Context: an optimization exercise on an open-source flow, tuned for small area and a short achievable clock period. The choices shown serve that exercise and are no tape-out recipe.
In this exercise RTL edits were held to simulation tests only and were not proved equivalent to the original.

run 1:
## thumb
module thumb (read_instruction_n, instruction_address,
              instruction, read_data_n, write_data_n,
              data_address, data_in, data_out, reset_n, clk);
  output read_instruction_n;
  output [31:0] instruction_address;
  input [15:0] instruction;
  output read_data_n;
  output write_data_n;
  output [31:0] data_address;
  input [31:0] data_in;
  output [31:0] data_out;
  input reset_n;
  input clk;
  reg read_data_n, write_data_n;
  reg [31:0] PC, SP, LR;
  reg [31:0] R [0:7];
  reg [7:0] rvalid;           
  reg N_Flag, Z_Flag, C_Flag, V_Flag;
  reg n_mul, z_exr, z_mul;    
  reg [15:0] IF_IR;
  reg if_bub;                 
  reg branch_taken;
  reg [31:0] opA, opB, opS;
  reg [15:0] e_one, e_two, e_neg;   
  reg e_a32, e_b32, e_cin1, e_cinc;
  reg e_radd, e_rlog, e_rshr, e_rshl, e_rmul;
  reg [3:0] e_tt;
  reg e_fill;
  reg e_fN, e_fZ, e_fC, e_fV;
  reg e_lsr0, e_zpre, e_rorc, e_sbc;
  reg e_wb, e_ld, e_st;
  reg [2:0] e_rd;
  reg [2:0] e_ldt;            
  reg e_spwe, e_lrwe, e_lror1, e_br, e_bc;
  reg [3:0] e_cond;
  reg [31:0] EXR, DR, MR;     
  reg [1:0] MX;               
  reg w_we, w_ld, w_mul;
  reg [2:0] w_rd;
  reg [2:0] w_ldt;
  assign read_instruction_n = 1'b0;
  assign instruction_address = PC;
  ...
==> flow/config.mk <==
export PLATFORM = sky130hd
export DESIGN_NAME = thumb
export DESIGN_NICKNAME = thumb
export VERILOG_FILES = /design/flow/design.v
export SDC_FILE = /design/flow/constraint.sdc
export NUM_CORES = 4
export LEC_CHECK = 0
export CAP_MARGIN = 20
export CORE_MARGIN = 2
export CORE_UTILIZATION = 45
export CTS_CLUSTER_DIAMETER = 100
export CTS_CLUSTER_SIZE = 20
export GPL_ROUTABILITY_DRIVEN = 1
export PLACE_DENSITY = 0.6
export SLEW_MARGIN = 20
==> flow/constraint.sdc <==
create_clock -name core_clock -period 15.0 [get_ports {clk}]
set_input_delay 3.0000 -clock core_clock [delete_from_list [all_inputs] [get_ports {clk}]]
set_output_delay 3.0000 -clock core_clock [all_outputs]
set_load 0.01 [all_outputs]
standard.sh (not shown) runs the stock make flow with config.mk's settings and CLKGATE_MAP_FILE= SYNTH_SCRIPT=/design/flow/synth_recipe.tcl, a recipe that flattens the netlist after the stock synthesis.
==> flow/flow/run.sh <==
#!/bin/bash
export BUFFER_PORTS_ARGS="-buffer_cell sky130_fd_sc_hd__buf_4"
bash standard.sh SETUP_SLACK_MARGIN=10.4 finish > standard.log 2>&1
Run 1: done, clean on timing, DRC and antenna
Here is what was changed in the inputs of run 2 compared with run 1.
==> flow/flow/run.sh <==
#!/bin/bash
export BUFFER_PORTS_ARGS="-buffer_cell sky130_fd_sc_hd__buf_4"
bash standard.sh SETUP_SLACK_MARGIN=10.8 finish > standard.log 2>&1
Run 1 → run 2: sequential share of layout area decreased by 0.90 points relative to the old numbers; number of cells traversed by the worst register-to-register path increased by 4 relative to the old numbers. Row first-pass GRT wire length: run 2 higher / run 1 lower. In run 2 the buffer share of cell area turned out 2.3 points higher than in run 1. On maximum clock frequency, run 2 does better than run 1. Cmp run 2 and run 1 / largest fanout of any net on the critical path / higher: run 1. In the tables for run 2 and run 1, utilization reads higher with run 2. Run 2: routed wire length about 3.3% above run 1. More vias were needed by run 2 than by run 1.

---

## trial 46
Starting RTL as in the previous note.
==> flow/config.mk <==
export PLATFORM = sky130hd
export DESIGN_NAME = thumb
export DESIGN_NICKNAME = thumb
export VERILOG_FILES = /design/flow/design.v
export SDC_FILE = /design/flow/constraint.sdc
export NUM_CORES = 4
export LEC_CHECK = 0
export CAP_MARGIN = 20
export CORE_MARGIN = 2
export CORE_UTILIZATION = 45
export CTS_CLUSTER_DIAMETER = 100
export CTS_CLUSTER_SIZE = 20
export GPL_ROUTABILITY_DRIVEN = 1
export PLACE_DENSITY = 0.6
export SLEW_MARGIN = 20
==> flow/constraint.sdc <==
create_clock -name core_clock -period 15.0 [get_ports {clk}]
set_input_delay 3.0000 -clock core_clock [delete_from_list [all_inputs] [get_ports {clk}]]
set_output_delay 3.0000 -clock core_clock [all_outputs]
set_load 0.01 [all_outputs]
==> flow/flow/run.sh <==
#!/bin/bash
export BUFFER_PORTS_ARGS="-buffer_cell sky130_fd_sc_hd__buf_4"
bash standard.sh SETUP_SLACK_MARGIN=10.6 finish > standard.log 2>&1
Relative to trial 46, the following input files were edited for trial 18:
- an added ABC_AREA of 1
==> flow/flow/run.sh <==
#!/bin/bash
export BUFFER_PORTS_ARGS="-buffer_cell sky130_fd_sc_hd__buf_4"
bash standard.sh SETUP_SLACK_MARGIN=10.4 finish > standard.log 2>&1
==> summary.txt <==
Compared with trial 46, largest net degree at the start of global routing in trial 18 decreased by a few percent. Status: core utilization parity (trial 18, trial 46). Trial 18 vs. trial 46: share of layout cells above drive strength 1 now sits lower.

## separate check: timing with driven ports
No port has a modelled driver above. Below, the same layouts with a new extraction and two added sets of constraints. Step 1 assumes that a clkbuf_16 drives the clock port and a buf_2 every other input. Step 2 also shifts input and output timing later by t, the mid clock arrival at the registers, as if the neighbouring blocks saw the same clock. Slacks: ideal / step 1 / step 2; pairs: ideal / step 1.
| run | t (ns) | setup slack, ns | worst setup path at the end | worst data-port slew with drivers (ns) | pins driven straight from the clock port |
|---|---|---|---|---|---|
| run 1 | 0.702 | 10.356 / 10.288 / 9.998 | input to register | 0.06 | 1 |
| run 2 | 0.710 | 10.623 / 10.555 / 10.204 | input to register | 0.04 | 1 |
| trial 46 | 0.705 | 10.586 / 10.520 / 10.154 | input to register | 0.05 | 1 |
| trial 18 | 0.768 | 10.200 / 10.200 / 10.021 | input to register | 0.12 | 1 |
After both steps every run listed still meets setup and hold. For trial 46, which loses most, drivers alone change the setup slack by -0.066 ns; drivers and shift together by -0.432 ns.
